This is an optimization exercise on Yosys and OpenROAD, whose aim is small area, a short achievable clock period and few clock cycles per item, not a production implementation.
Function was checked by simulation only, so behaviour that the tests miss may differ from the original.
Power figures rest on the tool's default switching activity, not on a simulated workload.

v6:
// dsp_block_mapping
module dsp_block_mapping #(
    parameter NUM_BANKS         = 8,
    parameter CACHE_LINES       = 16,
    parameter BLOCK_SIZE_BYTES  = 64,
    parameter ADDR_WIDTH        = 32,
    parameter BLOCK_ID_WIDTH    = 16
)(
    input  logic                         clk,
    input  logic                         rst_n,
    input  logic [1:0]                   map_mode,
    input  logic [47:0]                  sys_config,
    input  logic                         map_req_valid,
    input  logic [BLOCK_ID_WIDTH-1:0]    block_id,
    input  logic [ADDR_WIDTH-1:0]        base_addr,
    output logic                         map_ready,
    output logic [64:0]                  mapping_result,
    output logic                         map_result_valid,
    input  logic                         map_result_ready,
    output logic [31:0]                  bank_conflict_count,
    output logic [31:0]                  cache_miss_count
);
Settings: LEC_CHECK=0, CAP_MARGIN=20, CORE_MARGIN=2, CORE_UTILIZATION=65, SLEW_MARGIN=20; clock period 55.0 ns.
run.sh (not shown) runs the stock make flow with config.mk's settings and CLKGATE_MAP_FILE= SYNTH_SCRIPT=/design/flow/synth_recipe.tcl, a recipe that flattens the netlist after the stock synthesis.
Testbench counts of v6, summed over its fixed seeds: cycles 26,769, items 12,000.
Input-level comparison between v14 and v6:
--- a/flow/design.v
+++ b/flow/design.v
@@ -11,25 +11,25 @@
     input  logic [1:0]                   map_mode,
     input  logic [47:0]                  sys_config,
     input  logic                         map_req_valid,
     input  logic [BLOCK_ID_WIDTH-1:0]    block_id,
     input  logic [ADDR_WIDTH-1:0]        base_addr,
     output logic                         map_ready,
     output logic [64:0]                  mapping_result,
     output logic                         map_result_valid,
     input  logic                         map_result_ready,
     output logic [31:0]                  bank_conflict_count,
     output logic [31:0]                  cache_miss_count
 );
-    localparam int DIV_ROWS = 2;                              
+    localparam int DIV_ROWS = 3;                              
     localparam int NGRP     = (16 + DIV_ROWS - 1) / DIV_ROWS;     
     localparam int GW       = (NGRP <= 2) ? 1 : (NGRP <= 4) ? 2 : (NGRP <= 8) ? 3 : 4;
     logic [15:0] bs;
     logic [2:0]  bank_mask;
     logic        blocked;
     assign bs        = sys_config[31:16];
     assign bank_mask = {sys_config[43], sys_config[43] | sys_config[42],
                         sys_config[43] | sys_config[42] | sys_config[41]};
     assign blocked   = (map_mode == 2'b01);
     logic vld_q, busy_q;
     logic req_hs, res_hs;
     assign map_ready = ~(vld_q | busy_q);
@@ -594,33 +594,38 @@
     logic [15:0]   r_init;
     always_comb begin
         g0     = '0;
         r_init = block_id >> DIV_ROWS;
         for (int g = 1; g < NGRP; g++) begin
             if ((bs >> (16 - DIV_ROWS*g)) == 16'd0) begin
                 g0     = GW'(g);
                 r_init = 16'((32'(block_id)) >> (DIV_ROWS*g + DIV_ROWS));
             end
         end
     end
     function automatic [16:0] sub17(input [16:0] t, input [15:0] b);
-        logic [16:0] x, d;
-        logic [17:0] c;
-        x    = {1'b1, ~b};
-        c[0] = 1'b1;
-        for (int i = 0; i < 17; i++) begin
-            d[i]   = t[i] ^ x[i] ^ c[i];
-            c[i+1] = (t[i] & x[i]) | (t[i] & c[i]) | (x[i] & c[i]);
-        end
-        sub17 = {c[17], d[15:0]};
+        logic [16:0] x, g, p, gg, pp;
+        x  = {1'b1, ~b};
+        g  = t & x;
+        p  = t ^ x;
+        gg = g;
+        pp = p;
+        gg[0] = g[0] | p[0];    
+        for (int d = 1; d < 17; d = d * 2)
+            for (int i = 0; i < 17; i++)
+                if ((i / d) % 2 == 1) begin
+                    gg[i] = gg[i] | (pp[i] & gg[(i / d) * d - 1]);
+                    pp[i] = pp[i] & pp[(i / d) * d - 1];
+                end
+        sub17 = {gg[16], p[15:0] ^ {gg[14:0], 1'b1}};
     endfunction
     logic [15:0]   r_q;
     logic [GW-1:0] g_q;
     logic [15:0]   bs_q;
     logic [15:0]   r_row [0:DIV_ROWS];
     logic [DIV_ROWS-1:0] id_bits;
     logic [DIV_ROWS-1:0] q_bits;
     logic [2:0]          q_low;     
     generate
         if (DIV_ROWS >= 3) begin : g_qlow
             assign q_low = q_bits[2:0];
         end else begin : g_qacc
--- outcome ---
Between v6 and v14, maximum fanout encountered on the critical timing path decreased.
v14: design area 5.9% above v6
v6 -> v14: hold violation total from the final report delta 0, exact match
v14 vs. v6: power in sequential cells essentially unchanged, total routed wire length on the met1 layer increased about 11%, worst setup slack decreased 0.29 ns, net switching fraction of the power increased 1.3 points, power density relative to cell area increased 0.14 mW/mm².
For largest stage delay on the critical path, v6 and v14 come out practically identical.
For total power, dividing the value from v14 by the value from v6 gives 1.06.
Cell type of the slowest stage on the worst timing path: sky130_fd_sc_hd__a41oi_1 -> v14, sky130_fd_sc_hd__o41ai_2 -> v6
Testbench counts of v14, summed over its fixed seeds: cycles 25,902, items 12,000.

what the ideal ports hide:
In the flow no input, the clock included, has a driving cell. The finished layouts below were timed again as built, in two steps. Step 1, drivers: a clkbuf_16 drives clk and a buf_2 each remaining input, both assumed. Step 2, shift: input delay + t, output delay - t, t = (earliest + latest rising clock arrival at the registers) / 2. This alone moves slack from input paths to output paths. a / b / c = ideal ports / drivers / drivers and shift; a / b = the first two.
run	t (ns)	slack for setup (ns)	hold WS [ns]	latest minus earliest clock arrival (ns)
v6	0.483	39.305 / 39.258 / 39.487	0.461 / 0.461 / 0.461	0.015 / 0.016
v14	0.499	39.018 / 38.963 / 39.131	0.458 / 0.458 / 0.458	0.013 / 0.013
After both steps every run listed still meets setup and hold.
